This is an optimization exercise on Yosys and OpenROAD, whose aim is small area, not a production implementation.
In this exercise RTL edits were held to simulation tests only and were not proved equivalent to the original.

Setup of oak:
## cordic_pipe_rtl
module cordic_pipe_rtl( clock, reset, ce, angle_in, sin_out, cos_out, valid_out );
Size: ~1600 cells after synthesis, about 230 flip-flops, roughly 40 I/O pins, about 0.016 mm^2 of cells after synthesis.
clock: 5.0 ns
lec_check: 0
abc_area: 1
cap_margin: 20
core_margin: 2
core_utilization: 60
place_density: 0.75
slew_margin: 20
standard.sh (not shown) runs the stock make flow with config.mk's settings and CLKGATE_MAP_FILE= SYNTH_SCRIPT=/design/flow/synth_recipe.tcl, a recipe that flattens the netlist after the stock synthesis.
==> flow/flow/run.sh <==
#!/bin/bash
# Layout flow: the standard ORFS flow (standard.sh) with
#  - synthesis without the generic ABC pass that yosys's synth runs before full-adder
#    extraction (registers are unchanged; only the combinational mapping differs),
#  - a smaller clock tree: no dummy loads, clkbuf_8 leaf buffers, clusters of at most 16 sinks,
#  - buf_1 cells as the port buffers.
# Each tool's output goes to standard.log in this folder.
set -o pipefail
export SYNTH_ARGS="-noabc"
export CTS_ARGS="-sink_clustering_enable -repair_clock_nets -dont_use_dummy_load -buf_list sky130_fd_sc_hd__clkbuf_8 -sink_clustering_size 20 -sink_clustering_max_diameter 60"
export BUFFER_PORTS_ARGS="-buffer_cell sky130_fd_sc_hd__buf_1"
bash standard.sh > standard.log 2>&1
--- input diff oak..pine ---
- ABC_AREA removed (was 1)
- PLACE_DENSITY removed (was 0.75)
-- flow/flow/run.sh --
<<< oak, line 5
#  - a smaller clock tree: no dummy loads, clkbuf_8 leaf buffers, clusters of at most 16 sinks,
>>> pine, line 5
#  - a smaller clock tree: no dummy loads, clkbuf_8 leaf buffers, clusters of at most 20 sinks,
Findings:
- Final checks on pine, whose flow otherwise completed, came back failing, citing setup timing.
- r0[7]$_DFFE_PP_ as the launching instance or port of the critical path was reported by pine, and rd12[1]$_DFFE_PP_ by oak.
- pine ends up with a sequential share of cell area that is 3.9 points lower than in oak.
- pine vs oak: number of instances in the synthesized netlist down slightly
--- input diff pine..birch ---
- ABC_AREA: unset -> 1
-- flow/flow/run.sh --
<<< pine, line 5
#  - a smaller clock tree: no dummy loads, clkbuf_8 leaf buffers, clusters of at most 20 sinks,
>>> birch, line 5
#  - a smaller clock tree: no dummy loads, clkbuf_8 leaf buffers, clusters of at most 16 sinks,
==> comparison <==
birch finished every step from synthesis to the final layout, and the layout passed the timing, design-rule and antenna checks.
birch vs. pine: multi-input combinational area share went down by 3.0 points, number of global-route vias before repair went down by 1439.
diff inputs: birch => maple
- CAP_MARGIN changed from 20 to 0
- SLEW_MARGIN changed from 20 to 0
-- flow/flow/run.sh --
<<< birch, line 5
#  - a smaller clock tree: no dummy loads, clkbuf_8 leaf buffers, clusters of at most 16 sinks,
>>> maple, line 5
#  - a smaller clock tree: no dummy loads, clkbuf_8 leaf buffers, clusters of at most 20 sinks,
[summary]
- maple -> birch: number of standard cells in the final layout excluding fillers delta 0, exact match
- Going from birch to maple, number of buffers inserted during clock tree synthesis held, number of tapcells held.
diff inputs: maple => cedar
- changing CAP_MARGIN from 0 to 20
- changing SLEW_MARGIN from 0 to 20
- setting TNS_END_PERCENT to 5 for the first time
-- flow/flow/run.sh --
<<< maple, line 5
#  - a smaller clock tree: no dummy loads, clkbuf_8 leaf buffers, clusters of at most 20 sinks,
>>> cedar, line 5
#  - a smaller clock tree: no dummy loads, clkbuf_8 leaf buffers, clusters of at most 16 sinks,
Results
cedar vs maple, start point of the critical path: rd12[1]$_DFFE_PP_ vs rs12[9]$_DFFE_PP_. Post-route minimum period is higher on cedar. Between cedar and maple, the difference in clock distribution area overhead in the final layout is negligible. Re critical path depth: cedar and maple aren't equal, and the lower value belongs to cedar. For maximum number of pins on one net before global-route repair, dividing the value from cedar by the value from maple gives 1.17. Comparing cedar against maple, there is no change at all in unique cell type count in the Yosys netlist. Compared with maple, cedar shows transition time of the tightest slew-check pin higher by 0.11 ns. Between cedar and maple, the routed via count does not differ in any meaningful way.

[static timing again, ports no longer ideal]
In the flow no input, the clock included, has a driving cell. The finished layouts below were timed again as built, in two steps.
Step 1 (the two cells are an assumption about what drives the block):
set clk [get_ports {clock}]
set_driving_cell -lib_cell sky130_fd_sc_hd__clkbuf_16 $clk
set_driving_cell -lib_cell sky130_fd_sc_hd__buf_2 [delete_from_list [all_inputs] $clk]
Step 2 moves the port delays by t, midway between the first and last clock arrival at a register: inputs arrive t later, outputs are due t later. That takes back most of the time a late clock gives input paths.
Slacks: ideal ports / drivers / drivers and shift; pairs: ideal ports / drivers.
run	t, ns	setup slack, ns	hold slack, ns	worst slew at a driven data input, ns
oak	0.574	0.118 / 0.118 / 0.118	0.382 / 0.382 / 0.382	0.03
pine	0.593	-0.237 / -0.237 / -0.237	0.369 / 0.369 / 0.369	0.03
birch	0.559	0.228 / 0.228 / 0.228	0.372 / 0.372 / 0.372	0.05
maple	0.559	0.228 / 0.228 / 0.228	0.372 / 0.372 / 0.372	0.05
cedar	0.580	0.109 / 0.109 / 0.109	0.347 / 0.347 / 0.347	0.04
